What follows belongs to an exercise in optimizing a design on an open flow for small area and a short achievable clock period; a production flow would make more cautious choices. Only simulation tests tie the RTL to the original design; equivalence was not proved. Power and IR drop assume default switching activity.

$ cat design/flow/config.mk
export PLATFORM = sky130hd
export DESIGN_NAME = systolic_array_8x8
export DESIGN_NICKNAME = systolic_array_8x8
export VERILOG_FILES = /design/flow/design.v
export SDC_FILE = /design/flow/constraint.sdc
export NUM_CORES = 4
export LEC_CHECK = 0
export CAP_MARGIN = 20
export CORE_MARGIN = 2
export CORE_UTILIZATION = 55
export SETUP_SLACK_MARGIN = 2.0
export SLEW_MARGIN = 20
$ cat design/flow/constraint.sdc
create_clock -name core_clock -period 7.0 [get_ports {clk}]
set_input_delay 1.4000 -clock core_clock [delete_from_list [all_inputs] [get_ports {clk}]]
set_output_delay 1.4000 -clock core_clock [all_outputs]
set_load 0.01 [all_outputs]
$ cat design/flow/design.v
`timescale 1ns / 1ps
module pe (
    input  wire        clk,
    input  wire        rst,
    input  wire [7:0]  a_in,
    input  wire [7:0]  b_in,
    output wire [31:0] p_sum_out
);
    reg  [31:0] acc;
    wire [31:0] nxt;
    mac32 u_mac (.a(a_in), .b(b_in), .c(acc), .y(nxt));
    always @(posedge clk) begin
        if (rst) acc <= 32'd0;
        else     acc <= nxt;
    end
    assign p_sum_out = acc;
endmodule
module mac32 (
  input  wire [7:0] a,
  input  wire [7:0] b,
  input  wire [31:0] c,
  output wire [31:0] y
);
  wire [63:0] pp;
  genvar gi, gj;
  generate for (gi = 0; gi < 8; gi = gi + 1) begin : g_pp
    for (gj = 0; gj < 8; gj = gj + 1) begin : g_ppj
      assign pp[gi*8+gj] = a[gi] & b[gj];
    end
  end endgenerate
  wire s1 = pp[5] ^ pp[12];
  wire c2 = pp[5] & pp[12];
  wire s3 = pp[6] ^ pp[13] ^ pp[20];
  wire c4 = (pp[6] & pp[13]) | (pp[6] & pp[20]) | (pp[13] & pp[20]);
  wire s5 = pp[27] ^ pp[34];
  wire c6 = pp[27] & pp[34];
  wire s7 = pp[7] ^ pp[14] ^ pp[21];
  wire c8 = (pp[7] & pp[14]) | (pp[7] & pp[21]) | (pp[14] & pp[21]);
  wire s9 = pp[28] ^ pp[35] ^ pp[42];
  wire c10 = (pp[28] & pp[35]) | (pp[28] & pp[42]) | (pp[35] & pp[42]);
  wire s11 = pp[49] ^ pp[56];
  wire c12 = pp[49] & pp[56];
  wire s13 = pp[15] ^ pp[22] ^ pp[29];
  wire c14 = (pp[15] & pp[22]) | (pp[15] & pp[29]) | (pp[22] & pp[29]);
  wire s15 = pp[36] ^ pp[43] ^ pp[50];
  wire c16 = (pp[36] & pp[43]) | (pp[36] & pp[50]) | (pp[43] & pp[50]);
  wire s17 = pp[57] ^ c[8];
  wire c18 = pp[57] & c[8];
  wire s19 = pp[23] ^ pp[30] ^ pp[37];
  wire c20 = (pp[23] & pp[30]) | (pp[23] & pp[37]) | (pp[30] & pp[37]);
  wire s21 = pp[44] ^ pp[51] ^ pp[58];
  wire c22 = (pp[44] & pp[51]) | (pp[44] & pp[58]) | (pp[51] & pp[58]);
  wire s23 = pp[31] ^ pp[38] ^ pp[45];
  wire c24 = (pp[31] & pp[38]) | (pp[31] & pp[45]) | (pp[38] & pp[45]);
  wire s25 = pp[3] ^ pp[10];
  wire c26 = pp[3] & pp[10];
  wire s27 = pp[4] ^ pp[11] ^ pp[18];
  wire c28 = (pp[4] & pp[11]) | (pp[4] & pp[18]) | (pp[11] & pp[18]);
  wire s29 = pp[25] ^ pp[32];
  wire c30 = pp[25] & pp[32];
  wire s31 = s1 ^ pp[19] ^ pp[26];
  wire c32 = (s1 & pp[19]) | (s1 & pp[26]) | (pp[19] & pp[26]);
  wire s33 = pp[33] ^ pp[40] ^ c[5];
  wire c34 = (pp[33] & pp[40]) | (pp[33] & c[5]) | (pp[40] & c[5]);
  wire s35 = c2 ^ s3 ^ s5;
  wire c36 = (c2 & s3) | (c2 & s5) | (s3 & s5);
  wire s37 = pp[41] ^ pp[48] ^ c[6];
  wire c38 = (pp[41] & pp[48]) | (pp[41] & c[6]) | (pp[48] & c[6]);
  wire s39 = c4 ^ c6 ^ s7;
  wire c40 = (c4 & c6) | (c4 & s7) | (c6 & s7);
  wire s41 = s9 ^ s11 ^ c[7];
  wire c42 = (s9 & s11) | (s9 & c[7]) | (s11 & c[7]);
  wire s43 = c8 ^ c10 ^ c12;
  wire c44 = (c8 & c10) | (c8 & c12) | (c10 & c12);
  wire s45 = s13 ^ s15 ^ s17;
  wire c46 = (s13 & s15) | (s13 & s17) | (s15 & s17);
  wire s47 = c14 ^ c16 ^ c18;
  wire c48 = (c14 & c16) | (c14 & c18) | (c16 & c18);
  wire s49 = s19 ^ s21 ^ c[9];
  wire c50 = (s19 & s21) | (s19 & c[9]) | (s21 & c[9]);
  wire s51 = c20 ^ c22 ^ s23;
  wire c52 = (c20 & c22) | (c20 & s23) | (c22 & s23);
  wire s53 = pp[52] ^ pp[59] ^ c[10];
  wire c54 = (pp[52] & pp[59]) | (pp[52] & c[10]) | (pp[59] & c[10]);
  wire s55 = c24 ^ pp[39] ^ pp[46];
  wire c56 = (c24 & pp[39]) | (c24 & pp[46]) | (pp[39] & pp[46]);
  wire s57 = pp[53] ^ pp[60] ^ c[11];
  wire c58 = (pp[53] & pp[60]) | (pp[53] & c[11]) | (pp[60] & c[11]);
  wire s59 = pp[47] ^ pp[54] ^ pp[61];
  wire c60 = (pp[47] & pp[54]) | (pp[47] & pp[61]) | (pp[54] & pp[61]);
  wire s61 = pp[2] ^ pp[9];
  wire c62 = pp[2] & pp[9];
  wire s63 = s25 ^ pp[17] ^ pp[24];
  wire c64 = (s25 & pp[17]) | (s25 & pp[24]) | (pp[17] & pp[24]);
  wire s65 = c26 ^ s27 ^ s29;
  wire c66 = (c26 & s27) | (c26 & s29) | (s27 & s29);
  wire s67 = c28 ^ c30 ^ s31;
  wire c68 = (c28 & c30) | (c28 & s31) | (c30 & s31);
  wire s69 = c32 ^ c34 ^ s35;
  wire c70 = (c32 & c34) | (c32 & s35) | (c34 & s35);
  wire s71 = c36 ^ c38 ^ s39;
  wire c72 = (c36 & c38) | (c36 & s39) | (c38 & s39);
  wire s73 = c40 ^ c42 ^ s43;
  wire c74 = (c40 & c42) | (c40 & s43) | (c42 & s43);
  wire s75 = c44 ^ c46 ^ s47;
  wire c76 = (c44 & c46) | (c44 & s47) | (c46 & s47);
  wire s77 = c48 ^ c50 ^ s51;
  wire c78 = (c48 & c50) | (c48 & s51) | (c50 & s51);
  wire s79 = c52 ^ c54 ^ s55;
  wire c80 = (c52 & c54) | (c52 & s55) | (c54 & s55);
  wire s81 = c56 ^ c58 ^ s59;
  wire c82 = (c56 & c58) | (c56 & s59) | (c58 & s59);
  wire s83 = c60 ^ pp[55] ^ pp[62];
  wire c84 = (c60 & pp[55]) | (c60 & pp[62]) | (pp[55] & pp[62]);
  wire s85 = pp[1] ^ pp[8];
  wire c86 = pp[1] & pp[8];
  wire s87 = s61 ^ pp[16] ^ c[2];
  wire c88 = (s61 & pp[16]) | (s61 & c[2]) | (pp[16] & c[2]);
  wire s89 = c62 ^ s63 ^ c[3];
  wire c90 = (c62 & s63) | (c62 & c[3]) | (s63 & c[3]);
  wire s91 = c64 ^ s65 ^ c[4];
  wire c92 = (c64 & s65) | (c64 & c[4]) | (s65 & c[4]);
  wire s93 = c66 ^ s67 ^ s33;
  wire c94 = (c66 & s67) | (c66 & s33) | (s67 & s33);
  wire s95 = c68 ^ s69 ^ s37;
  wire c96 = (c68 & s69) | (c68 & s37) | (s69 & s37);
  wire s97 = c70 ^ s71 ^ s41;
  wire c98 = (c70 & s71) | (c70 & s41) | (s71 & s41);
  wire s99 = c72 ^ s73 ^ s45;
  wire c100 = (c72 & s73) | (c72 & s45) | (s73 & s45);
  wire s101 = c74 ^ s75 ^ s49;
  wire c102 = (c74 & s75) | (c74 & s49) | (s75 & s49);
  wire s103 = c76 ^ s77 ^ s53;
  wire c104 = (c76 & s77) | (c76 & s53) | (s77 & s53);
  wire s105 = c78 ^ s79 ^ s57;
  wire c106 = (c78 & s79) | (c78 & s57) | (s79 & s57);
  wire s107 = c80 ^ s81 ^ c[12];
  wire c108 = (c80 & s81) | (c80 & c[12]) | (s81 & c[12]);
  wire s109 = c82 ^ s83 ^ c[13];
  wire c110 = (c82 & s83) | (c82 & c[13]) | (s83 & c[13]);
  wire s111 = c84 ^ pp[63] ^ c[14];
  wire c112 = (c84 & pp[63]) | (c84 & c[14]) | (pp[63] & c[14]);
  wire s113 = pp[0] ^ c[0];
  wire c114 = pp[0] & c[0];
  wire s115 = s85 ^ c[1];
  wire c116 = s85 & c[1];
  wire s117 = c86 ^ s87;
  wire c118 = c86 & s87;
  wire s119 = c88 ^ s89;
  wire c120 = c88 & s89;
  wire s121 = c90 ^ s91;
  wire c122 = c90 & s91;
  wire s123 = c92 ^ s93;
  wire c124 = c92 & s93;
  wire s125 = c94 ^ s95;
  wire c126 = c94 & s95;
  wire s127 = c96 ^ s97;
  wire c128 = c96 & s97;
  wire s129 = c98 ^ s99;
  wire c130 = c98 & s99;
  wire s131 = c100 ^ s101;
  wire c132 = c100 & s101;
  wire s133 = c102 ^ s103;
  wire c134 = c102 & s103;
  wire s135 = c104 ^ s105;
  wire c136 = c104 & s105;
  wire s137 = c106 ^ s107;
  wire c138 = c106 & s107;
  wire s139 = c108 ^ s109;
  wire c140 = c108 & s109;
  wire s141 = c110 ^ s111;
  wire c142 = c110 & s111;
  wire s143 = c112 ^ c[15];
  wire c144 = c112 & c[15];
  wire G145 = c116 | (s115 & c114);
  wire P146 = s115 & s113;
  wire G147 = c120 | (s119 & c118);
  wire P148 = s119 & s117;
  wire G149 = c124 | (s123 & c122);
  wire P150 = s123 & s121;
  wire G151 = c128 | (s127 & c126);
  wire P152 = s127 & s125;
  wire G153 = c132 | (s131 & c130);
  wire P154 = s131 & s129;
  wire G155 = c136 | (s135 & c134);
  wire P156 = s135 & s133;
  wire G157 = c140 | (s139 & c138);
  wire P158 = s139 & s137;
  wire G159 = c144 | (s143 & c142);
  wire P160 = s143 & s141;
  wire G161 = c118 | (s117 & G145);
  wire P162 = s117 & P146;
  wire G163 = G147 | (P148 & G145);
  wire P164 = P148 & P146;
  wire G165 = c126 | (s125 & G149);
  wire P166 = s125 & P150;
  wire G167 = G151 | (P152 & G149);
  wire P168 = P152 & P150;
  wire G169 = c134 | (s133 & G153);
  wire P170 = s133 & P154;
  wire G171 = G155 | (P156 & G153);
  wire P172 = P156 & P154;
  wire G173 = c142 | (s141 & G157);
  wire P174 = s141 & P158;
  wire G175 = G159 | (P160 & G157);
  wire P176 = P160 & P158;
  wire G177 = c122 | (s121 & G163);
  wire P178 = s121 & P164;
  wire G179 = G149 | (P150 & G163);
  wire P180 = P150 & P164;
  wire G181 = G165 | (P166 & G163);
  wire P182 = P166 & P164;
  wire G183 = G167 | (P168 & G163);
  wire P184 = P168 & P164;
  wire G185 = c138 | (s137 & G171);
  wire P186 = s137 & P172;
  wire G187 = G157 | (P158 & G171);
  wire P188 = P158 & P172;
  wire G189 = G173 | (P174 & G171);
  wire P190 = P174 & P172;
  wire G191 = G175 | (P176 & G171);
  wire P192 = P176 & P172;
  wire G193 = c130 | (s129 & G183);
  wire P194 = s129 & P184;
  wire G195 = G153 | (P154 & G183);
  wire P196 = P154 & P184;
  wire G197 = G169 | (P170 & G183);
  wire P198 = P170 & P184;
  wire G199 = G171 | (P172 & G183);
  wire P200 = P172 & P184;
  wire G201 = G185 | (P186 & G183);
  wire P202 = P186 & P184;
  wire G203 = G187 | (P188 & G183);
  wire P204 = P188 & P184;
  wire G205 = G189 | (P190 & G183);
  wire P206 = P190 & P184;
  wire G207 = G191 | (P192 & G183);
  wire P208 = P192 & P184;
  assign y[0] = s113;
  assign y[1] = s115 ^ c114;
  assign y[2] = s117 ^ G145;
  assign y[3] = s119 ^ G161;
  assign y[4] = s121 ^ G163;
  assign y[5] = s123 ^ G177;
  assign y[6] = s125 ^ G179;
  assign y[7] = s127 ^ G181;
  assign y[8] = s129 ^ G183;
  assign y[9] = s131 ^ G193;
  assign y[10] = s133 ^ G195;
  assign y[11] = s135 ^ G197;
  assign y[12] = s137 ^ G199;
  assign y[13] = s139 ^ G201;
  assign y[14] = s141 ^ G203;
  assign y[15] = s143 ^ G205;
  assign y[16] = c[16] ^ G207;
  assign y[17] = c[17] ^ (G207 & c[16]);
  wire R209 = c[16] & c[17];
  assign y[18] = c[18] ^ (G207 & R209);
  wire R210 = R209 & c[18];
  assign y[19] = c[19] ^ (G207 & R210);
  wire R211 = R210 & c[19];
  assign y[20] = c[20] ^ (G207 & R211);
  wire R212 = R211 & c[20];
  assign y[21] = c[21] ^ (G207 & R212);
  wire R213 = R212 & c[21];
  assign y[22] = c[22] ^ (G207 & R213);
  wire R214 = R213 & c[22];
  assign y[23] = c[23] ^ (G207 & R214);
  wire R215 = R214 & c[23];
  assign y[24] = c[24] ^ (G207 & R215);
  wire R216 = R215 & c[24];
  assign y[25] = c[25] ^ (G207 & R216);
  wire R217 = R216 & c[25];
  assign y[26] = c[26] ^ (G207 & R217);
  wire R218 = R217 & c[26];
  assign y[27] = c[27] ^ (G207 & R218);
  wire R219 = R218 & c[27];
  assign y[28] = c[28] ^ (G207 & R219);
  wire R220 = R219 & c[28];
  assign y[29] = c[29] ^ (G207 & R220);
  wire R221 = R220 & c[29];
  assign y[30] = c[30] ^ (G207 & R221);
  wire R222 = R221 & c[30];
  assign y[31] = c[31] ^ (G207 & R222);
  wire R223 = R222 & c[31];
endmodule
`timescale 1ns / 1ps
module systolic_array_8x8 #(
    parameter N = 8,
    parameter DATA_WIDTH = 8,
    parameter ACC_WIDTH = 32
) (
    input  wire clk,
    input  wire rst,
    input  wire [N*DATA_WIDTH-1:0] a_in_top,
    input  wire [N*DATA_WIDTH-1:0] b_in_left,
    output wire [N*N*ACC_WIDTH-1:0] c_out_matrix
);
    wire [7:0] a_d [0:N-1][0:N-1];
    wire [7:0] b_d [0:N-1][0:N-1];
    reg  [7:0] a_reg [0:N-2][0:N-1];
    reg  [7:0] b_reg [0:N-1][0:N-2];
    genvar i, j;
    generate
        for (i = 0; i < N; i = i + 1) begin : g_row
            for (j = 0; j < N; j = j + 1) begin : g_col
                if (i == 0) begin : g_atop
                    assign a_d[i][j] = a_in_top[j*8 +: 8];
                end else begin : g_ain
                    assign a_d[i][j] = a_reg[i-1][j];
                end
                if (j == 0) begin : g_bleft
                    assign b_d[i][j] = b_in_left[i*8 +: 8];
                end else begin : g_bin
                    assign b_d[i][j] = b_reg[i][j-1];
                end
                if (i < N-1) begin : g_areg
                    always @(posedge clk)
                        a_reg[i][j] <= rst ? 8'd0 : a_d[i][j];
                end
                if (j < N-1) begin : g_breg
                    always @(posedge clk)
                        b_reg[i][j] <= rst ? 8'd0 : b_d[i][j];
                end
                pe u_pe (.clk(clk), .rst(rst), .a_in(a_d[i][j]), .b_in(b_d[i][j]),
                         .p_sum_out(c_out_matrix[(i*N + j)*ACC_WIDTH +: ACC_WIDTH]));
            end
        end
    endgenerate
endmodule
$ cat design/flow/run.sh
#!/bin/bash
# synth_recipe.tcl (not shown) runs the flow's synth.tcl, then flattens the netlist and writes it again
# the make line also repeats each setting of config.mk as NAME=value (left out here)
make -C /OpenROAD-flow-scripts/flow DESIGN_CONFIG=/design/flow/config.mk WORK_HOME=/design/flow/orfs CLKGATE_MAP_FILE= SYNTH_SCRIPT=/design/flow/synth_recipe.tcl finish
==> impl_metrics.py, run 1 <==
metrics = {
    "logic_synthesis": {
        "synth_area_um2": 236000,
        "synth_top_family_by_area": "adder cells",
        "synth_compound_area_share_pct": 5.01,
        "synth_xor_xnor_area_share_pct": 5.30,
        "ys_ff_latch": 2944,
        "synth-warning-count": 6,
        "yosysUniqueCellTypes": 84,
        "synth-seq-area-share_pct": 25.0,
        "synth.avg_cell_area_um2": 9.33,
        "syn_inst": 25299,
        "synth_edf_count": 0,
        "synth.area.mux_share_pct": 0.0715,
        "synth-simple-area-share_pct": 20.2,
        "async_reset_ff_share_pct": 0,
        "syn_nets": 30293,
        "synth-main-ff-cell": "dfxtp_1",
        "synthAdderAreaFrac_pct": 36.4,
    },
    "floorplanning": {
        "dieArea_um2": 435000,
        "ios": 2178,
        "start_util_pct": 55.3,
        "dieWidth_um": 659,
        "core_region_area_um2": 427000,
        "core.rowCount": 240,
        "die_h_um": 659,
    },
    "setup_path": {
        "r2r-end": "g_row[2].g_col[2].u_pe.acc[21]$_SDFF_PP0_",
        "startpoint": "a_reg[10][5]$_SDFF_PP0_",
        "r2r_slack_ns": 2.06,
        "reg2reg_from": "a_reg[10][5]$_SDFF_PP0_",
        "slowest_stage": "fa_1",
        "cp_max_fo": 9,
        "setup.worst_path.end": "g_row[2].g_col[2].u_pe.acc[21]$_SDFF_PP0_",
        "cp_top_family": "adder cells",
        "critPathLaunchType": "flop",
        "crit_top_cell": "fa_1",
        "crit_path_cell_trace": "and2_1, fa_1, inv_1, fa_1, inv_1, fa_1, fa_1, ha_4, and3_4, nand4_1, a21oi_4, buf_4, o21ai_2, buf_4, a21oi_1, xnor2_1, nor2_1",
        "crit_type": "reg2reg",
        "critPathMaxStageDelay_ns": 0.56,
        "r2r_cells": 17,
        "required_ns": 7.88,
        "worstSetupEndpointType": "flop",
        "critPathBufInv": 4,
        "crit_cells": 17,
        "arrival_ns": 5.81,
    },
    "final_layout": {
        "largest_reg_flops": 2048,
        "fin_util_pct": 66.8,
        "finalNetCount": 32700,
        "layout_commonest_cell": "inv_1",
        "drive_gt1_share_pct": 8.93,
        "layout_common_cells": "inv_1 (4534), fa_1 (3273), and2_1 (2817), dfxtp_1 (2362), clkdlybuf4s50_1 (2050)",
        "syn_to_final_growth_pct": 20.8,
    },
    "clock_network": {
        "cts_max_path_buffers": 4,
        "clk_pin_slew_ns": 0.06,
        "clockRootBuffer": "clkbuf_16",
        "htreeDepth": 5,
        "cts_made_buffers": 348,
        "cts.sinks": 2944,
        "cts_tree": "built",
        "clk_latency_ns": 0.99,
    },
    "timing": {
        "period_needed_ns": 4.94,
        "tns_ns": 0,
        "slew_viol_final": 0,
        "rsz0062_at_grt": "true",
        "fin_crit_sh_pct": 70.5,
        "fmax_mhz": 203,
        "slew_headroom_pct": 24.4,
        "tightest_slew_ns": 1.13,
        "finClkSkew_ns": 0.0349,
        "finalHoldViolCount": 0,
        "layout_setup_ws_ns": 2.06,
        "setup_violations": 0,
    },
    "worst_hold_path": {
        "worstHoldStart": "g_row[7].g_col[2].u_pe.acc[31]$_SDFF_PP0_",
        "hp-class": "reg2reg",
    },
    "placed_design": {
        "dp_hpwl_um": 620000,
        "place_worst_setup_slack_ns": 0.240,
        "port_buffers": 2177,
        "gp_congestion": 0.965,
    },
    "routing": {
        "num_vias": 176550,
        "wire_per_inst_um": 22.6,
        "ant_nets": 0,
        "drc": 0,
        "first_pass_iters": 6,
        "routed_via_density": 5.24,
        "drt_iter0_drc": 9335,
        "wl_um": 762000,
    },
    "power": {
        "leakage_nw": 130,
        "powerDensity_nw_per_um2": 153,
        "vdd_ir_drop_max_mv": 0.199,
    },
    "grt": {
        "track_usage_pct": 34.9,
        "antenna_found_initial": 46,
        "grt_max_degree": 182,
        "grt_overflow": 0,
        "grt_pass1_vias": 180754,
        "grt_pass1_wl_um": 1140000,
    },
    "flow_run": {
        "maxCapViolCount": 0,
    },
    "run_status": {
        "status": "no timing/DRC/antenna violations",
    },
}
[layout make-up]
| class | instances | area (um2) |
|---|---|---|
| clock inverters | 148 | 2100 |
| multi-input cells | 17270 | 164000 |
| clock buffers | 479 | 10000 |
| repair buffers | 2571 | 25000 |
| fillers | 35254 | 142000 |
| inverters | 4571 | 17200 |
| flip-flops and latches | 2944 | 60200 |
| diodes | 28 | 70.1 |
| well taps | 5687 | 7120 |
[worst min path at each step]
stage,to,slack (ns),cells past startpoint
after global routing,g_row[2].g_col[5].u_pe.acc[31]$_SDFF_PP0_,0.51,2
after detailed placement,g_row[1].g_col[4].u_pe.acc[31]$_SDFF_PP0_,0.48,2
after CTS,g_row[7].g_col[2].u_pe.acc[31]$_SDFF_PP0_,0.49,2
after floorplan,g_row[2].g_col[5].u_pe.acc[31]$_SDFF_PP0_,0.50,2
after global placement,g_row[2].g_col[5].u_pe.acc[31]$_SDFF_PP0_,0.47,2
final,g_row[7].g_col[2].u_pe.acc[31]$_SDFF_PP0_,0.48,2
[tightest hold or removal path, cell delays in order, from the launching register on]
cell and delay, ns:
dfxtp_1 0.31, o21ai_0 0.07, a21oi_1 0.06
[Yosys cell counts (all sizes together), types with 25 or more instances]
master | number | area share, %
and3 | 136 | 0.36
nor3 | 199 | 0.43
o211ai | 45 | 0.15
nand2 | 1761 | 2.8
a21oi | 606 | 1.3
nand2b | 63 | 0.17
a31oi | 40 | 0.11
dfxtp | 2944 | 25
nor2 | 1827 | 2.9
and4 | 53 | 0.20
nand3 | 332 | 0.70
fa | 3328 | 28
o21a | 62 | 0.20
clkbuf | 498 | 0.79
o31ai | 25 | 0.082
inv | 4571 | 7.3
xor2 | 731 | 2.7
o21bai | 94 | 0.30
a21o | 283 | 0.90
xnor2 | 698 | 2.6
nand4 | 209 | 0.55
and2 | 2870 | 7.6
ha | 1536 | 8.1
nor4 | 81 | 0.22
or4 | 35 | 0.11
a211oi | 132 | 0.42
a2111oi | 41 | 0.18
nor2b | 1305 | 3.5
o21ai | 365 | 0.78
or3 | 132 | 0.35
nor3b | 27 | 0.088
[cell families (layout without fill, tap and decap cells)]
| logic type | count (synthesis) | count (layout) |
|---|---|---|
| DFF | 2944 | 2944 |
| other | 0 | 28 |
| and+or+nand+nor | 9101 | 9101 |
| AOI/OAI and AO/OA | 1859 | 1861 |
| buffers and inverters | 5087 | 7769 |
| adders and majority gates | 4864 | 4864 |
| xor gates and xnor gates | 1429 | 1429 |
| muxes | 15 | 15 |
[per-stage QoR]
stage               cells  instance area (um2)  hold slack, ns  total power, W
global placement    32739               266000           0.470          0.0242
detailed placement  32739               266000           0.479          0.0243
CTS                 33428               280000           0.490          0.0438
floorplan           25299               238000           0.496          0.0218
global route        33684               285000           0.508          0.0453
finish              33698               285000           0.484          0.0436
[report_power, final]
| part | total [W] | leakage (nW) | internal, W | switching, W |
|---|---|---|---|---|
| sequential | 0.0179 | 24.1 | 0.0171 | 0.000755 |
| combinational | 0.00621 | 100 | 0.00265 | 0.00356 |
| clock | 0.0195 | 5.90 | 0.0115 | 0.00798 |
[per-layer routing]
metal,GRT usage (%),routed length (um),vias to the layer above,part of all wire [%]
met5,0,11,-,0.0014
li1,-,-,82233,-
met2,57.2,356000,4299,47
met3,9.58,60300,1354,7.9
met1,40.6,287000,88662,38
met4,21.3,58700,2,7.7
[repair_timing]
action,CTS,global route
setup endpoints to repair,815,860
setup buffers,61,233
gates resized for setup,687,1165
hold buffers,0,0
gates cloned,1,9
pin swaps,82,347
==> run 2, diff against run 1 <==
--- a/design/flow/design.v
+++ b/design/flow/design.v
@@ -7,18 +7,53 @@
     output wire [31:0] p_sum_out
 );
-    reg  [31:0] acc;
-    wire [31:0] nxt;
-    mac32 u_mac (.a(a_in), .b(b_in), .c(acc), .y(nxt));
+    reg  [15:0] lo;
+    reg  [15:0] hi;
+    reg         cy;
+    wire [16:0] nxt;
+    wire [15:0] hi_v;
+    mac17 u_mac (.a(a_in), .b(b_in), .c(lo), .y(nxt));
+    inc16 u_inc (.x(hi), .ci(cy), .y(hi_v));
     always @(posedge clk) begin
-        if (rst) acc <= 32'd0;
-        else     acc <= nxt;
+        if (rst) begin
+            lo <= 16'd0;
+            hi <= 16'd0;
+            cy <= 1'b0;
+        end else begin
+            lo <= nxt[15:0];
+            hi <= hi_v;
+            cy <= nxt[16];
+        end
     end
-    assign p_sum_out = acc;
+    assign p_sum_out = {hi_v, lo};
 endmodule
-module mac32 (
+module inc16 (
+    input  wire [15:0] x,
+    input  wire        ci,
+    output wire [15:0] y
+);
+    wire [3:0] blk;
+    wire [3:0] bc;
+    wire [15:0] t;
+    genvar q;
+    generate for (q = 0; q < 4; q = q + 1) begin : g_blk
+        assign blk[q] = &x[4*q +: 4];
+    end endgenerate
+    assign bc[0] = ci;
+    assign bc[1] = ci & blk[0];
+    assign bc[2] = ci & blk[0] & blk[1];
+    assign bc[3] = ci & blk[0] & blk[1] & blk[2];
+    generate for (q = 0; q < 4; q = q + 1) begin : g_in
+        assign t[4*q]   = bc[q];
+        assign t[4*q+1] = bc[q] & x[4*q];
+        assign t[4*q+2] = bc[q] & x[4*q] & x[4*q+1];
+        assign t[4*q+3] = bc[q] & x[4*q] & x[4*q+1] & x[4*q+2];
+    end endgenerate
+    assign y = x ^ t;
+endmodule
+module mac17 (
   input  wire [7:0] a,
   input  wire [7:0] b,
-  input  wire [31:0] c,
-  output wire [31:0] y
+  input  wire [15:0] c,
+  output wire [16:0] y
 );
   wire [63:0] pp;
@@ -253,35 +288,5 @@
   assign y[14] = s141 ^ G203;
   assign y[15] = s143 ^ G205;
-  assign y[16] = c[16] ^ G207;
-  assign y[17] = c[17] ^ (G207 & c[16]);
-  wire R209 = c[16] & c[17];
-  assign y[18] = c[18] ^ (G207 & R209);
-  wire R210 = R209 & c[18];
-  assign y[19] = c[19] ^ (G207 & R210);
-  wire R211 = R210 & c[19];
-  assign y[20] = c[20] ^ (G207 & R211);
-  wire R212 = R211 & c[20];
-  assign y[21] = c[21] ^ (G207 & R212);
-  wire R213 = R212 & c[21];
-  assign y[22] = c[22] ^ (G207 & R213);
-  wire R214 = R213 & c[22];
-  assign y[23] = c[23] ^ (G207 & R214);
-  wire R215 = R214 & c[23];
-  assign y[24] = c[24] ^ (G207 & R215);
-  wire R216 = R215 & c[24];
-  assign y[25] = c[25] ^ (G207 & R216);
-  wire R217 = R216 & c[25];
-  assign y[26] = c[26] ^ (G207 & R217);
-  wire R218 = R217 & c[26];
-  assign y[27] = c[27] ^ (G207 & R218);
-  wire R219 = R218 & c[27];
-  assign y[28] = c[28] ^ (G207 & R219);
-  wire R220 = R219 & c[28];
-  assign y[29] = c[29] ^ (G207 & R220);
-  wire R221 = R220 & c[29];
-  assign y[30] = c[30] ^ (G207 & R221);
-  wire R222 = R221 & c[30];
-  assign y[31] = c[31] ^ (G207 & R222);
-  wire R223 = R222 & c[31];
+  assign y[16] = 1'b0 ^ G207;
 endmodule
 `timescale 1ns / 1ps
==> design/flow/flow/run.sh (new file) <==
#!/bin/bash
# Own layout flow:
#  1. the standard synthesis, unchanged;
#  2. flow/polfix.py re-chooses which full-adder cells work on complemented
#     signals (a full adder is self-dual), and simple gates (and2 or nand2, ...) use the complement cell, removing most of the inverters that
#     synthesis leaves between adder cells; registers are not touched;
#  3. the standard ORFS layout from floorplan to finish, with sky130 buf_1
#     cells as the port buffers.
# Each step's full output goes to its own log file in this folder.
set -euo pipefail
R=orfs/results/sky130hd/systolic_array_8x8/base
bash standard.sh synth > synth.log 2>&1
cp "$R/1_2_yosys.v" "$R/1_2_yosys_std.v"
python3 flow/polfix.py "$R/1_2_yosys_std.v" "$R/1_2_yosys.v" > polfix.log 2>&1
rm -f "$R/1_synth.odb" "$R/1_synth.sdc"
export BUFFER_PORTS_ARGS="-buffer_cell sky130_fd_sc_hd__buf_1"
bash standard.sh finish > layout.log 2>&1
==> design/flow/flow/polfix.py (new file) <==
#!/usr/bin/env python3
"""Polarity clean-up of a flat sky130hd gate-level netlist (Yosys output).

A full adder is self-dual: complementing its three inputs complements both
outputs.  Simple gates have a complement cell with the same inputs (and2 and
nand2, xor2 and xnor2, a21o and a21oi, ...).  This script chooses, for every
full adder whether it works on complemented signals and, for every such gate,
which of the pair to use, so that the inverters the netlist needs, plus the
gates' area, are as small as a greedy local search finds.  Registers and all
other cells are left as they are.
Usage: polfix2.py IN.v OUT.v"""
import re, sys, collections

P = 'sky130_fd_sc_hd__'
COMP = [('and2_1', 'nand2_1'), ('and3_1', 'nand3_1'), ('and4_1', 'nand4_1'),
        ('or2_1', 'nor2_1'), ('or3_1', 'nor3_1'), ('or4_1', 'nor4_1'),
        ('xor2_1', 'xnor2_1'), ('a21o_1', 'a21oi_1'), ('o21a_1', 'o21ai_0'),
        ('and2b_1', 'nand2b_1'), ('or2b_1', 'nor2b_1'), ('and3b_1', 'nand3b_1'),
        ('or3b_1', 'nor3b_1'), ('a22o_1', 'a22oi_1'), ('o22a_1', 'o22ai_1'),
        ('a31o_1', 'a31oi_1'), ('a211o_1', 'a211oi_1'), ('o211a_1', 'o211ai_1'),
        ('o31a_1', 'o31ai_1'), ('a21bo_1', 'a21boi_0')]
AREA = {'and2_1': 6.256, 'nand2_1': 3.7536, 'and3_1': 6.256, 'nand3_1': 5.0048,
        'and4_1': 8.7584, 'nand4_1': 6.256, 'or2_1': 6.256, 'nor2_1': 3.7536,
        'or3_1': 6.256, 'nor3_1': 5.0048, 'or4_1': 7.5072, 'nor4_1': 6.256,
        'xor2_1': 8.7584, 'xnor2_1': 8.7584, 'a21o_1': 7.5072, 'a21oi_1': 5.0048,
        'o21a_1': 7.5072, 'o21ai_0': 5.0048, 'and2b_1': 7.5072, 'nand2b_1': 6.256,
        'or2b_1': 7.5072, 'nor2b_1': 6.256, 'and3b_1': 8.7584, 'nand3b_1': 7.5072,
        'or3b_1': 8.7584, 'nor3b_1': 7.5072, 'a22o_1': 8.7584, 'a22oi_1': 7.5072,
        'o22a_1': 8.7584, 'o22ai_1': 6.256, 'a31o_1': 8.7584, 'a31oi_1': 6.256,
        'a211o_1': 8.7584, 'a211oi_1': 7.5072, 'o211a_1': 10.0096, 'o211ai_1': 7.5072,
        'o31a_1': 8.7584, 'o31ai_1': 7.5072, 'a21bo_1': 10.0096, 'a21boi_0': 7.5072}
INV_AREA = 3.7536
comp = {}
for a, b in COMP:
    comp[P + a] = P + b
    comp[P + b] = P + a

src = open(sys.argv[1]).read()
inst_re = re.compile(r'^(\s*)(sky130_fd_sc_hd__\w+)\s+(\S+)\s*\((.*?)\);\n', re.S | re.M)
pin_re = re.compile(r'\.(\w+)\(\s*(.*?)\s*\)(?=\s*[,\n]|\s*$)', re.S)
cells = []
for m in inst_re.finditer(src):
    pins = collections.OrderedDict()
    for pm in pin_re.finditer(m.group(4)):
        pins[pm.group(1)] = pm.group(2).strip()
    cells.append([m.start(), m.end(), m.group(2), m.group(3), pins, m.group(1)])

OUTPINS = {'X', 'Y', 'Q', 'Q_N', 'SUM', 'COUT', 'HI', 'LO'}
ports = set()
for m in re.finditer(r'^\s*(input|output|inout)\s+(\[[^\]]*\]\s*)?(\S+?)\s*;', src, re.M):
    ports.add(m.group(3))
def is_port(net):
    return net.split('[')[0].strip() in ports or net in ports
assign_nets = set()
for l, r in re.findall(r'^\s*assign\s+(.*?)\s*=\s*(.*?)\s*;', src, re.M):
    assign_nets.add(l.strip()); assign_nets.add(r.strip())

driver = {}
for ci, c in enumerate(cells):
    for p, n in c[4].items():
        if p in OUTPINS:
            driver[n] = (ci, p)
def is_inv(ci):
    t = cells[ci][2]
    return t.startswith(P + 'inv_') or t.startswith(P + 'clkinv_')
removable = set()
for ci, c in enumerate(cells):
    if is_inv(ci):
        y = c[4]['Y']; a = c[4]['A']
        if is_port(y) or y in assign_nets:
            continue
        if a in driver and is_inv(driver[a][0]):
            continue
        removable.add(ci)

fas = [ci for ci, c in enumerate(cells) if c[2].startswith(P + 'fa_')]
faset = set(fas)
gates = [ci for ci, c in enumerate(cells) if c[2] in comp]
gateset = set(gates)
def resolve(net):
    if net in driver and driver[net][0] in removable:
        return cells[driver[net][0]][4]['A'], 1
    return net, 0
need = collections.defaultdict(list)
for ci, c in enumerate(cells):
    if ci in removable:
        continue
    for p, n in c[4].items():
        if p in OUTPINS:
            continue
        s, pol = resolve(n)
        need[s].append((ci if ci in faset else None, pol))
for s in list(driver.keys()):
    if is_port(s) or s in assign_nets:
        need[s].append((None, 0))
unit_of_sig = {}
for ci in fas:
    for p in ('SUM', 'COUT'):
        unit_of_sig[cells[ci][4][p]] = ci
for ci in gates:
    for p, n in cells[ci][4].items():
        if p in OUTPINS:
            unit_of_sig[n] = ci
x = collections.defaultdict(int)
def gate_area(ci):
    t = cells[ci][2] if not x[ci] else comp[cells[ci][2]]
    return AREA[t[len(P):]]
def avail(s):
    u = unit_of_sig.get(s)
    return x[u] if u is not None else 0
def sig_cost(s):
    a = avail(s)
    c = 0.0
    u = unit_of_sig.get(s)
    if u is not None and u in gateset:
        c += gate_area(u)
    for (g, p) in need.get(s, ()):
        if p ^ (x[g] if g is not None else 0) != a:
            c += INV_AREA
            break
    return c
sigs_of = collections.defaultdict(set)
for ci in fas:
    for p in ('A', 'B', 'CIN'):
        sigs_of[ci].add(resolve(cells[ci][4][p])[0])
    for p in ('SUM', 'COUT'):
        sigs_of[ci].add(cells[ci][4][p])
for ci in gates:
    for p, n in cells[ci][4].items():
        if p in OUTPINS:
            sigs_of[ci].add(n)
allsigs = set(need.keys()) | set(unit_of_sig.keys())
before = sum(sig_cost(s) for s in allsigs)
units = fas + gates
# gates driving each full adder's inputs: a full-adder flip re-chooses them too
in_gates = collections.defaultdict(list)
for ci in fas:
    for p in ('A', 'B', 'CIN'):
        s = resolve(cells[ci][4][p])[0]
        u = unit_of_sig.get(s)
        if u is not None and u in gateset:
            in_gates[ci].append(u)
def best_gate(g):
    s0 = sum(sig_cost(s) for s in sigs_of[g])
    x[g] ^= 1
    s1 = sum(sig_cost(s) for s in sigs_of[g])
    if s1 >= s0 - 1e-9:
        x[g] ^= 1
improved = True; it = 0
while improved and it < 100:
    improved = False; it += 1
    for ci in units:
        gs = in_gates.get(ci, [])
        ss = set(sigs_of[ci])
        for g in gs:
            ss |= sigs_of[g]
        old = [(g, x[g]) for g in gs]
        c0 = sum(sig_cost(s) for s in ss)
        x[ci] ^= 1
        for g in gs:
            best_gate(g)
        c1 = sum(sig_cost(s) for s in ss)
        if c1 < c0 - 1e-9:
            improved = True
        else:
            x[ci] ^= 1
            for g, v in old:
                x[g] = v
after = sum(sig_cost(s) for s in allsigs)

def esc(v):
    return v + ' ' if v.startswith('\\') else v
newwires = []
cnt = [0]
def fresh():
    cnt[0] += 1
    n = '_pol%d_' % cnt[0]
    newwires.append(n)
    return n
avail_net = {}
comp_net = {}
newcells = []
def net_for(s, pol):
    a = avail(s)
    if s not in avail_net:
        avail_net[s] = s if a == 0 else fresh()
    if pol == a:
        return avail_net[s]
    if s not in comp_net:
        if a == 0:
            comp_net[s] = fresh()
            newcells.append((avail_net[s], comp_net[s]))
        else:
            comp_net[s] = s
            newcells.append((avail_net[s], s))
    return comp_net[s]
out = []
pos = 0
for ci, c in enumerate(cells):
    out.append(src[pos:c[0]])
    pos = c[1]
    if ci in removable:
        continue
    typ = c[2]
    pins = collections.OrderedDict()
    for p, n in c[4].items():
        if p in OUTPINS:
            if (ci in faset or ci in gateset) and x[ci]:
                n2 = net_for(n, 1)
            else:
                n2 = n
            if ci in gateset and x[ci]:
                p = 'Y' if p == 'X' else 'X'
            pins[p] = n2
            continue
        s, pol = resolve(n)
        q = pol ^ (x[ci] if ci in faset else 0)
        pins[p] = net_for(s, q)
    if ci in gateset and x[ci]:
        typ = comp[typ]
    body = ',\n'.join('%s    .%s(%s)' % (c[5], p, esc(v)) for p, v in pins.items())
    out.append('%s%s %s (\n%s\n%s  );\n' % (c[5], typ, c[3], body, c[5]))
out.append(src[pos:])
res = ''.join(out)
for s in list(unit_of_sig):
    if avail(s) == 1 and (is_port(s) or s in assign_nets):
        net_for(s, 0)
decl = ''.join('  wire %s;\n' % w for w in newwires)
invs = ''.join('  %s _polinv%d_ (\n    .A(%s),\n    .Y(%s)\n  );\n' % (P + 'inv_1', i, esc(a), esc(y))
               for i, (a, y) in enumerate(newcells))
k = res.rindex('endmodule')
j = inst_re.search(res).start()
res = res[:j] + decl + res[j:k] + invs + res[k:]
open(sys.argv[2], 'w').write(res)
print('full adders %d (flipped %d), gates %d (complemented %d), inverters %d -> %d, '
      'area of inverters and those gates %.1f -> %.1f'
      % (len(fas), sum(x[c] for c in fas), len(gates), sum(x[c] for c in gates),
         len(removable), len(newcells), before, after))
==> design/flow/standard.sh (new file) <==
#!/bin/bash
# synth_recipe.tcl (not shown) runs the flow's synth.tcl, then flattens the netlist and writes it again
# the make line also repeats each setting of config.mk as NAME=value (left out here)
make -C /OpenROAD-flow-scripts/flow DESIGN_CONFIG=/design/flow/config.mk WORK_HOME=/design/flow/orfs CLKGATE_MAP_FILE= SYNTH_SCRIPT=/design/flow/synth_recipe.tcl "${@:-finish}"
--- a/design/flow/config.mk
+++ b/design/flow/config.mk
@@ -8,5 +8,6 @@
 export CAP_MARGIN = 20
 export CORE_MARGIN = 2
-export CORE_UTILIZATION = 55
+export CORE_UTILIZATION = 62
+export CTS_BUF_LIST = sky130_fd_sc_hd__clkbuf_8
 export SETUP_SLACK_MARGIN = 2.0
 export SLEW_MARGIN = 20
removed: design/flow/run.sh
==> run 2 against run 1 <==
Net effect: worst hold slack gained 0.069 ns; clock skew grew 0.034 ns; count of clock-buffer cells in the layout grew 199; critical path type is now reg2out; non-clock buffer count shrank 332; fmax grew 0.40%; highest routed layer unchanged.
==> impl_metrics.py, run 2 <==
metrics = {
    "run_status": {
        "status": "no timing/DRC/antenna violations",
    },
    "setup_path": {
        "critPathLaunchType": "flop",
        "slowest_stage": "dfxtp_1",
        "crit_type": "reg2out",
        "required_ns": 5.60,
        "startpoint": "g_row[0].g_col[2].u_pe.cy$_SDFF_PP0_",
        "crit_top_cell": "ha_1",
        "cp_max_fo": 3,
        "crit_path_cell_trace": "and3_1, nand3_1, nor3_1, ha_1, ha_1, ha_1, xor2_1, buf_1",
        "critPathMaxStageDelay_ns": 0.46,
        "worstSetupEndpointType": "output pin",
        "critPathBufInv": 1,
        "reg2reg_from": "b_reg[8][6]$_SDFF_PP0_",
        "cp_top_family": "simple AND/OR/NAND/NOR gates",
        "arrival_ns": 3.52,
    },
    "timing": {
        "finalHoldViolCount": 0,
        "period_needed_ns": 4.92,
        "slew_headroom_pct": 17.0,
        "rsz0062_at_grt": "true",
        "finClkSkew_ns": 0.0689,
        "fin_crit_sh_pct": 70.2,
        "slew_viol_final": 0,
        "fmax_mhz": 203,
        "setup_violations": 0,
        "tightest_slew_ns": 1.24,
        "tns_ns": 0,
    },
    "routing": {
        "wl_um": 684000,
        "wire_per_inst_um": 23.1,
        "ant_nets": 0,
        "routed_via_density": 5.48,
        "first_pass_iters": 6,
        "num_vias": 162359,
        "drt_iter0_drc": 9972,
        "drc": 0,
    },
    "placed_design": {
        "port_buffers": 2177,
        "dp_hpwl_um": 566000,
        "gp_congestion": 0.949,
    },
    "clock_network": {
        "clk_pin_slew_ns": 0.06,
        "cts_made_buffers": 544,
        "clockRootBuffer": "clkbuf_8",
        "clk_latency_ns": 1.24,
        "cts.sinks": 3008,
        "cts_tree": "built",
        "htreeDepth": 6,
        "cts_max_path_buffers": 4,
    },
    "grt": {
        "grt_overflow": 0,
        "grt_max_degree": 226,
        "track_usage_pct": 37.2,
        "grt_pass1_wl_um": 1040000,
        "antenna_found_initial": 42,
        "grt_pass1_vias": 167976,
    },
    "logic_synthesis": {
        "synth-warning-count": 6,
        "synth_area_um2": 227000,
        "synth.avg_cell_area_um2": 10.3,
        "syn_inst": 21924,
        "syn_nets": 27622,
    },
    "final_layout": {
        "syn_to_final_growth_pct": 11.5,
        "layout_commonest_cell": "fa_1",
        "drive_gt1_share_pct": 5.94,
        "layout_common_cells": "fa_1 (3234), dfxtp_1 (2953), nand2_1 (2575), nor2b_1 (2300), ha_1 (2260)",
        "multi_input_area_um2": 158000,
        "fill_cells": 29350,
        "fin_util_pct": 69.3,
        "regArea_um2": 60300,
        "finalNetCount": 30027,
    },
    "worst_hold_path": {
        "worstHoldStart": "g_row[1].g_col[0].u_pe.hi[15]$_SDFF_PP0_",
        "hp-class": "reg2reg",
    },
    "power": {
        "powerDensity_nw_per_um2": 170,
        "p_total_w": 0.0430,
        "vdd_ir_drop_max_mv": 0.216,
        "leakage_nw": 124,
    },
    "floorplanning": {
        "core_region_area_um2": 365000,
        "ios": 2178,
        "die_h_um": 609,
        "dieWidth_um": 609,
        "start_util_pct": 62.1,
        "core.rowCount": 222,
        "dieArea_um2": 371000,
    },
    "flow_run": {
        "maxCapViolCount": 0,
    },
}
run 2: repair_timing:
action                                 CTS  global route
endpoints found under the hold margin    0             0
setup endpoints to repair               27            23
setup buffers                            1             2
hold buffers                             0             0
pin swaps                                2             2
resized for setup                       22            52
run 2: final timing paths:
kind | to | slack [ns] | depth (start not counted)
worst max-delay path | c_out_matrix[95] | 2.08 | 8
worst min-delay path | g_row[1].g_col[0].u_pe.hi[15]$_SDFF_PP0_ | 0.55 | 2
worst max register to register | g_row[1].g_col[2].u_pe.cy$_SDFF_PP0_ | 2.10 | 13
worst min register to register | g_row[1].g_col[0].u_pe.hi[15]$_SDFF_PP0_ | 0.55 | 2
run 2: layer usage:
layer  share of wire (%)  vias up  routed length (um)  track usage (%)
li1                    -    74691                   -                -
met1                  38    81499              257000             44.0
met2                  46     4768              314000             59.1
met3                 8.8     1375               59900             10.9
met4                 7.8       26               53300             24.3
met5               0.023        -                 160                0
run 2: where the power goes:
group	switching, W	internal (W)	total [W]
logic	0.00394	0.00261	0.00656
clock network	0.00808	0.00978	0.0179
registers	0.000900	0.0177	0.0186
total	0.0129	0.0301	0.0430
run 2: cell type report:
cell class	count	area share, %
antenna	45	0.0445
clock buffer	678	3.69
clock inverter	283	0.889
inverter	2051	3.05
multi-input combinational	16485	62.6
sequential	3008	23.8
tap	4816	2.38
timing repair buffer	2239	3.51
run 2: worst reg2reg max path, cell delays in order, from the launching register on:
cell and delay (ns):
dfxtp_1 0.55, and2_1 0.23, ha_1 0.24, xnor2_1 0.26, fa_1 0.47, fa_1 0.58, fa_1 0.43, ha_1 0.38
a21oi_1 0.09, o21ai_0 0.23, o21ba_2 0.16, a211o_1 0.25, nand4_1 0.17, a311oi_2 0.69
run 2: per-stage QoR:
step | std cells | setup WS (ns) | hold slack (ns) | area, um2
2_1_floorplan | 21924 | 1.99 | 0.500 | 227000
3_3_place_gp | 28596 | 1.35 | 0.541 | 241000
3_5_place_dp | 28596 | 1.28 | 0.545 | 241000
4_1_cts | 29558 | 1.84 | 0.497 | 253000
5_1_grt | 29583 | 1.90 | 0.569 | 253000
6_report | 29605 | 2.08 | 0.553 | 253000
==> run 3, diff against run 2 <==
--- a/design/flow/design.v
+++ b/design/flow/design.v
@@ -32,21 +32,17 @@
     output wire [15:0] y
 );
-    wire [3:0] blk;
-    wire [3:0] bc;
-    wire [15:0] t;
-    genvar q;
-    generate for (q = 0; q < 4; q = q + 1) begin : g_blk
-        assign blk[q] = &x[4*q +: 4];
-    end endgenerate
-    assign bc[0] = ci;
-    assign bc[1] = ci & blk[0];
-    assign bc[2] = ci & blk[0] & blk[1];
-    assign bc[3] = ci & blk[0] & blk[1] & blk[2];
-    generate for (q = 0; q < 4; q = q + 1) begin : g_in
-        assign t[4*q]   = bc[q];
-        assign t[4*q+1] = bc[q] & x[4*q];
-        assign t[4*q+2] = bc[q] & x[4*q] & x[4*q+1];
-        assign t[4*q+3] = bc[q] & x[4*q] & x[4*q+1] & x[4*q+2];
+    wire [79:0] p;
+    assign p[15:0] = x;
+    genvar l, k;
+    generate for (l = 0; l < 4; l = l + 1) begin : g_lvl
+        for (k = 0; k < 16; k = k + 1) begin : g_bit
+            if ((k >> l) & 1) begin : g_and
+                assign p[16*(l+1) + k] = p[16*l + k] & p[16*l + ((k >> l) << l) - 1];
+            end else begin : g_pass
+                assign p[16*(l+1) + k] = p[16*l + k];
+            end
+        end
     end endgenerate
+    wire [15:0] t = {p[78:64] & {15{ci}}, ci};
     assign y = x ^ t;
 endmodule
--- a/design/flow/config.mk
+++ b/design/flow/config.mk
@@ -8,6 +8,5 @@
 export CAP_MARGIN = 20
 export CORE_MARGIN = 2
-export CORE_UTILIZATION = 62
-export CTS_BUF_LIST = sky130_fd_sc_hd__clkbuf_8
-export SETUP_SLACK_MARGIN = 2.0
+export CORE_UTILIZATION = 66
+export SETUP_SLACK_MARGIN = 2.5
 export SLEW_MARGIN = 20
==> run 3 against run 2 <==
Net effect: the flow now stops in I/O pin placement (3_2_place_iop); synthesized cell count grew 2.6%; synthesized area down 0.47%.
==> impl_metrics.py, run 3 <==
metrics = {
    "logic_synthesis": {
        "synth_area_um2": 226000,
        "syn_nets": 27494,
        "synth.avg_cell_area_um2": 10.0,
        "synth-warning-count": 6,
        "syn_inst": 22500,
    },
    "floorplanning": {
        "start_util_pct": 66.4,
        "dieWidth_um": 589,
        "core.rowCount": 214,
        "die_h_um": 589,
    },
    "run_status": {
        "error_line": "[ERROR PPL-0024] Number of IO pins (2178) exceeds maximum number of available positions (2134). Increase the die perimeter from 2355.10um to 2962.08um.",
        "stop_stage": "I/O pin placement (3_2_place_iop)",
        "status": "did not finish",
    },
}
==> run 4, diff against run 3 <==
--- a/design/flow/config.mk
+++ b/design/flow/config.mk
@@ -9,4 +9,3 @@
 export CORE_MARGIN = 2
 export CORE_UTILIZATION = 66
-export SETUP_SLACK_MARGIN = 2.5
 export SLEW_MARGIN = 20
==> run 4 against run 3 <==
Net effect: synthesized cell count stayed put; the flow again stops in I/O pin placement (3_2_place_iop); synthesized area stayed put.
==> impl_metrics.py, run 4 <==
metrics = {
    "floorplanning": {
        "core.rowCount": 214,
        "start_util_pct": 66.4,
        "dieWidth_um": 589,
        "die_h_um": 589,
    },
    "logic_synthesis": {
        "synth.avg_cell_area_um2": 10.0,
        "syn_inst": 22500,
        "syn_nets": 27494,
        "synth-warning-count": 6,
        "synth_area_um2": 226000,
    },
    "run_status": {
        "status": "did not finish",
        "error_line": "[ERROR PPL-0024] Number of IO pins (2178) exceeds maximum number of available positions (2134). Increase the die perimeter from 2355.10um to 2962.08um.",
        "stop_stage": "I/O pin placement (3_2_place_iop)",
    },
}
==> run 5, diff against run 4 <==
--- a/design/flow/design.v
+++ b/design/flow/design.v
@@ -298,4 +298,13 @@
     output wire [N*N*ACC_WIDTH-1:0] c_out_matrix
 );
+    reg  [N-2:0] rst_q;
+    wire [N-1:0] rs;
+    always @(posedge clk)
+        rst_q <= {rst_q[N-3:0], rst};
+    assign rs[0] = rst;
+    genvar d;
+    generate for (d = 1; d < N; d = d + 1) begin : g_rs
+        assign rs[d] = rs[d-1] | rst_q[d-1];
+    end endgenerate
     wire [7:0] a_d [0:N-1][0:N-1];
     wire [7:0] b_d [0:N-1][0:N-1];
@@ -318,11 +327,11 @@
                 if (i < N-1) begin : g_areg
                     always @(posedge clk)
-                        a_reg[i][j] <= rst ? 8'd0 : a_d[i][j];
+                        a_reg[i][j] <= a_d[i][j];
                 end
                 if (j < N-1) begin : g_breg
                     always @(posedge clk)
-                        b_reg[i][j] <= rst ? 8'd0 : b_d[i][j];
+                        b_reg[i][j] <= b_d[i][j];
                 end
-                pe u_pe (.clk(clk), .rst(rst), .a_in(a_d[i][j]), .b_in(b_d[i][j]),
+                pe u_pe (.clk(clk), .rst(rs[(i > j) ? i : j]), .a_in(a_d[i][j]), .b_in(b_d[i][j]),
                          .p_sum_out(c_out_matrix[(i*N + j)*ACC_WIDTH +: ACC_WIDTH]));
             end
--- a/design/flow/config.mk
+++ b/design/flow/config.mk
@@ -8,4 +8,5 @@
 export CAP_MARGIN = 20
 export CORE_MARGIN = 2
-export CORE_UTILIZATION = 66
+export CORE_UTILIZATION = 60
+export SETUP_SLACK_MARGIN = 2.4
 export SLEW_MARGIN = 20
==> run 5 against run 4 <==
Net effect: the run now finishes clean; synthesized area shrank 3.5%; synthesized cell count decreased by 6.6%.
==> impl_metrics.py, run 5 <==
metrics = {
    "run_status": {
        "status": "no timing/DRC/antenna violations",
    },
    "timing": {
        "rsz0062_at_grt": "true",
        "period_needed_ns": 4.53,
        "slew_headroom_pct": 19.3,
        "tightest_slew_ns": 1.21,
        "fin_crit_sh_pct": 64.8,
        "slew_viol_final": 0,
        "finClkSkew_ns": 0.0537,
        "fmax_mhz": 221,
        "finalHoldViolCount": 0,
        "setup_violations": 0,
        "tns_ns": 0,
    },
    "routing": {
        "first_pass_iters": 7,
        "wl_um": 672000,
        "drt_iter0_drc": 8779,
        "ant_nets": 0,
        "routed_via_density": 5.43,
        "drc": 0,
        "wire_per_inst_um": 23.5,
        "num_vias": 155727,
    },
    "clock_network": {
        "cts_tree": "built",
        "clk_latency_ns": 0.99,
        "postCtsHoldBufs": 0,
        "clockRootBuffer": "clkbuf_16",
        "cts.sinks": 3015,
        "cts_max_path_buffers": 4,
        "cts_made_buffers": 347,
        "clk_pin_slew_ns": 0.07,
        "htreeDepth": 5,
    },
    "setup_path": {
        "slowest_stage": "xnor2_1",
        "reg2reg_from": "b_reg[11][6]$_DFF_P_",
        "worstSetupEndpointType": "output pin",
        "critPathMaxStageDelay_ns": 0.85,
        "required_ns": 5.60,
        "arrival_ns": 3.13,
        "cp_top_family": "XOR/XNOR gates",
        "startpoint": "g_row[3].g_col[5].u_pe.cy$_SDFF_PP0_",
        "crit_path_cell_trace": "nand4_1, buf_4, xnor2_1, buf_1",
        "critPathBufInv": 2,
        "critPathLaunchType": "flop",
        "cp_max_fo": 4,
        "crit_type": "reg2out",
    },
    "worst_hold_path": {
        "worstHoldStart": "a_reg[31][2]$_DFF_P_",
        "hp-class": "reg2reg",
    },
    "final_layout": {
        "layout_common_cells": "fa_1 (3208), and2_1 (2861), nand2_1 (2740), dfxtp_1 (2407), buf_1 (2055)",
        "drive_gt1_share_pct": 9.34,
        "syn_to_final_growth_pct": 15.0,
        "finalNetCount": 28558,
        "fill_cells": 28815,
        "layout_commonest_cell": "fa_1",
    },
    "grt": {
        "track_usage_pct": 36.5,
        "grt_pass1_wl_um": 1000000,
        "grt_max_degree": 139,
        "grt_pass1_vias": 158251,
        "grt_overflow": 0,
        "antenna_found_initial": 24,
    },
    "floorplanning": {
        "start_util_pct": 60.2,
        "core_region_area_um2": 362000,
        "core.rowCount": 221,
        "ios": 2178,
        "dieArea_um2": 368000,
        "dieWidth_um": 606,
        "die_h_um": 606,
    },
    "flow_run": {
        "maxCapViolCount": 0,
    },
    "placed_design": {
        "dp_hpwl_um": 549000,
        "port_buffers": 2177,
        "gp_congestion": 0.957,
    },
    "logic_synthesis": {
        "syn_nets": 26000,
        "syn_inst": 21006,
        "synth.avg_cell_area_um2": 10.4,
        "synth-warning-count": 6,
        "synth_area_um2": 218000,
    },
    "power": {
        "leakage_nw": 114,
        "p_total_w": 0.0682,
        "powerDensity_nw_per_um2": 272,
        "vdd_ir_drop_max_mv": 0.228,
    },
}
## run 5: metal layers
layer / share of wire [%] / GRT usage, % / vias to the layer above
met4: 8.7 / 25.4 / 8
met5: 0.0082 / 0 / -
met1: 38 / 43.2 / 78784
met2: 46 / 58.2 / 4292
li1: - / - / 71351
met3: 7.9 / 9.41 / 1292
## run 5: what timing repair did
action,4_1_cts,5_1_grt
pin swaps,56,239
setup endpoints to repair,328,342
gates resized for setup,609,766
endpoints found under the hold margin,0,0
buffers inserted,72,157
## run 5: worst paths after layout
check,to,slack [ns],cells after the start
setup reg to reg,g_row[1].g_col[5].u_pe.cy$_SDFF_PP0_,2.48,14
hold reg to reg,a_reg[39][2]$_DFF_P_,0.38,0
setup / recovery,c_out_matrix[947],2.47,4
hold / removal,a_reg[39][2]$_DFF_P_,0.38,0
## run 5: layout make-up
cell class,count,area (um2),share of cell area (%)
Tap cell,4794,6000,2.40
Clock buffer,469,9880,3.95
Antenna cell,13,32.5,0.0130
Timing Repair Buffer,2443,10600,4.24
Clock inverter,164,2090,0.835
Multi-Input combinational cell,15739,152000,60.8
Inverter,2018,7570,3.03
Sequential cell,3015,61800,24.7
## run 5: metrics by stage
step | hold WS (ns) | util (%) | instance area, um2 | instances | setup slack (ns)
detailed placement | 0.412 | 64.4 | 233000 | 27780 | 1.19
global placement | 0.415 | 64.4 | 233000 | 27780 | 1.20
CTS | 0.396 | 68.2 | 247000 | 28485 | 2.33
finish | 0.385 | 69.2 | 250000 | 28655 | 2.47
floorplan | 0.344 | - | 219000 | 21006 | 1.92
global route | 0.393 | 69.2 | 250000 | 28646 | 2.36
## run 5: report_power, final
group          internal, W  switching [W]  total [W]
combinational       0.0140         0.0159     0.0299
sequential          0.0178        0.00120     0.0190
clock               0.0112        0.00799     0.0192
==> run 6, diff against run 5 <==
--- a/design/flow/config.mk
+++ b/design/flow/config.mk
@@ -9,4 +9,4 @@
 export CORE_MARGIN = 2
 export CORE_UTILIZATION = 60
-export SETUP_SLACK_MARGIN = 2.4
+export SETUP_SLACK_MARGIN = 2.7
 export SLEW_MARGIN = 20
==> run 6 against run 5 <==
Net effect: via count is 2.2% higher; sequential power barely moved; worst hold slack lost 0.016 ns; critical endpoint is now g_row[0].g_col[0].u_pe.lo[15]$_SDFF_PP0_; die area unchanged; power rose by 6.8%; critical path depth increased by 10; still clean on timing, DRC and antenna; synthesized cell count unchanged; synthesized area unchanged.
==> impl_metrics.py, run 6 <==
metrics = {
    "run_status": {
        "status": "no timing/DRC/antenna violations",
    },
    "placed_design": {
        "dp_hpwl_um": 543000,
        "port_buffers": 2177,
        "gp_congestion": 0.948,
        "place_worst_setup_slack_ns": 1.15,
    },
    "clock_network": {
        "cts_tree": "built",
        "postCtsHoldBufs": 0,
        "clockRootBuffer": "clkbuf_16",
        "cts_max_path_buffers": 4,
        "clk_pin_slew_ns": 0.06,
        "cts.sinks": 3015,
        "htreeDepth": 5,
        "cts_made_buffers": 344,
        "clk_latency_ns": 1.00,
    },
    "grt": {
        "grt_pass1_vias": 163240,
        "grt_pass1_wl_um": 1020000,
        "antenna_found_initial": 15,
        "grt_overflow": 0,
        "track_usage_pct": 37.0,
        "grt_max_degree": 119,
    },
    "timing": {
        "setup_violations": 0,
        "fin_crit_sh_pct": 63.7,
        "worst_hold_slack_ns": 0.368,
        "period_needed_ns": 4.46,
        "finClkSkew_ns": 0.0749,
        "finalHoldViolCount": 0,
        "layout_setup_ws_ns": 2.54,
        "rsz0062_at_grt": "true",
        "slew_headroom_pct": 21.3,
        "slew_viol_final": 0,
        "tns_ns": 0,
        "fmax_mhz": 224,
        "tightest_slew_ns": 1.19,
    },
    "setup_path": {
        "worstSetupEndpointType": "flop",
        "crit_top_cell": "fa_1",
        "critPathBufInv": 2,
        "crit_path_cell_trace": "clkbuf_4, nand2_1, fa_2, fa_1, fa_1, inv_1, fa_1, ha_4, a21o_1, a21o_1, a221o_1, a41o_1, xnor2_1, nor2_1",
        "crit_type": "in2reg",
        "critPathMaxStageDelay_ns": 0.54,
        "cp_max_fo": 9,
        "required_ns": 7.82,
        "cp_top_family": "adder cells",
        "slowest_stage": "fa_1",
        "critPathLaunchType": "input pin",
        "arrival_ns": 5.28,
    },
    "logic_synthesis": {
        "synth-warning-count": 6,
        "syn_inst": 21006,
        "synth_area_um2": 218000,
        "syn_nets": 26000,
        "synth.avg_cell_area_um2": 10.4,
    },
    "routing": {
        "drt_iter0_drc": 9064,
        "ant_nets": 0,
        "wire_per_inst_um": 23.5,
        "drc": 0,
        "num_vias": 159205,
        "first_pass_iters": 6,
        "wl_um": 687000,
        "routed_via_density": 5.45,
    },
    "final_layout": {
        "layout_commonest_cell": "fa_1",
        "drive_gt1_share_pct": 16.6,
        "fin_util_pct": 72.5,
        "syn_to_final_growth_pct": 20.4,
        "layout_common_cells": "fa_1 (3065), and2_1 (2839), nand2_1 (2627), dfxtp_1 (2168), inv_1 (1996)",
        "finalNetCount": 29149,
    },
    "floorplanning": {
        "dieArea_um2": 368000,
        "die_h_um": 606,
        "start_util_pct": 60.2,
        "core.rowCount": 221,
        "core_region_area_um2": 362000,
        "ios": 2178,
        "dieWidth_um": 606,
    },
    "flow_run": {
        "maxCapViolCount": 0,
    },
    "worst_hold_path": {
        "hp-class": "reg2reg",
    },
    "power": {
        "powerDensity_nw_per_um2": 278,
        "vdd_ir_drop_max_mv": 0.234,
        "leakage_nw": 119,
    },
}
## run 6: through the flow
stage          std cells  instance area (um2)  power, W
5_1_grt            29231               262000    0.0779
3_5_place_dp       27780               233000    0.0478
2_1_floorplan      21006               220000    0.0417
4_1_cts            28893               255000    0.0697
6_report           29237               262000    0.0728
3_3_place_gp       27780               233000    0.0472
## run 6: cell type report
| cell class | count | area, um2 |
|---|---|---|
| Timing Repair Buffer | 3037 | 16200 |
| Sequential cell | 3015 | 62800 |
| Antenna cell | 10 | 25.0 |
| Inverter | 2018 | 7570 |
| Multi-Input combinational cell | 15739 | 157000 |
| Clock buffer | 470 | 9960 |
| Tap cell | 4794 | 6000 |
| Clock inverter | 154 | 2100 |
| Fill cell | 27203 | 99500 |
## run 6: repair_timing
action,in CTS,in global routing
pin swaps,675,863
endpoints found under the hold margin,0,0
setup buffers,488,333
gates cloned,1,1
setup endpoints to repair,719,600
gates resized for setup,1893,1243
## run 6: final timing paths
check,startpoint,end,slack (ns),depth (start not counted)
worst max register to register,b_reg[30][4]$_DFF_P_,g_row[4].g_col[3].u_pe.cy$_SDFF_PP0_,2.59,14
worst min register to register,a_reg[11][0]$_DFF_P_,a_reg[19][0]$_DFF_P_,0.37,0
worst min-delay path,a_reg[11][0]$_DFF_P_,a_reg[19][0]$_DFF_P_,0.37,0
worst max-delay path,a_in_top[6],g_row[0].g_col[0].u_pe.lo[15]$_SDFF_PP0_,2.54,14
## run 6: worst register-to-register path, stage by stage (launching register included)
cell and delay [ns]:
dfxtp_4 0.36, buf_4 0.17, nand2_1 0.08, fa_1 0.41
fa_1 0.50, fa_1 0.55, inv_1 0.06, fa_1 0.49
ha_4 0.29, a21o_1 0.19, a21o_1 0.21, a221o_1 0.43
a41o_1 0.25, a21oi_2 0.18, nor2_4 0.08
## run 6: power by group
| group | switching (W) | internal (W) |
|---|---|---|
| sequential | 0.00112 | 0.0177 |
| clock | 0.00798 | 0.0113 |
| combinational | 0.0175 | 0.0172 |
| total | 0.0266 | 0.0462 |
## run 6: metal layers
layer	global-route usage (%)	vias up	part of all wire, %
met3	10.0	1431	8.2
met1	42.8	80609	36
met5	0	-	0.0055
li1	-	72526	-
met2	59.0	4633	46
met4	27.9	6	9.3

[port drivers added, routing unchanged]
The results above use ideal ports. As a check the final layouts listed here were re-extracted and re-timed, cells and wires unchanged.
Step 1: set_driving_cell puts a clkbuf_16 on clk and a buf_2 on each other input, an assumption about the parent block.
Step 2 also shifts input and output timing later by t, the mid clock arrival at the registers, as if the neighbouring blocks saw the same clock.
Three values: ideal ports, drivers, drivers and shift; two values: the first two.
| run | shift t [ns] | setup WS [ns] | latest minus earliest clock arrival (ns) |
|---|---|---|---|
| run 1 | 1.101 | 2.064 / 2.064 / 0.986 | 0.053 / 0.053 |
| run 2 | 1.322 | 2.084 / 1.957 / 1.122 | 0.090 / 0.090 |
| run 5 | 1.087 | 2.466 / 2.343 / 1.444 | 0.070 / 0.070 |
| run 6 | 1.083 | 2.540 / 2.536 / 1.463 | 0.079 / 0.078 |
After both steps every run listed still meets setup and hold. For run 1, which loses most, drivers alone change the setup slack by 0.000 ns; drivers and shift together by -1.078 ns.
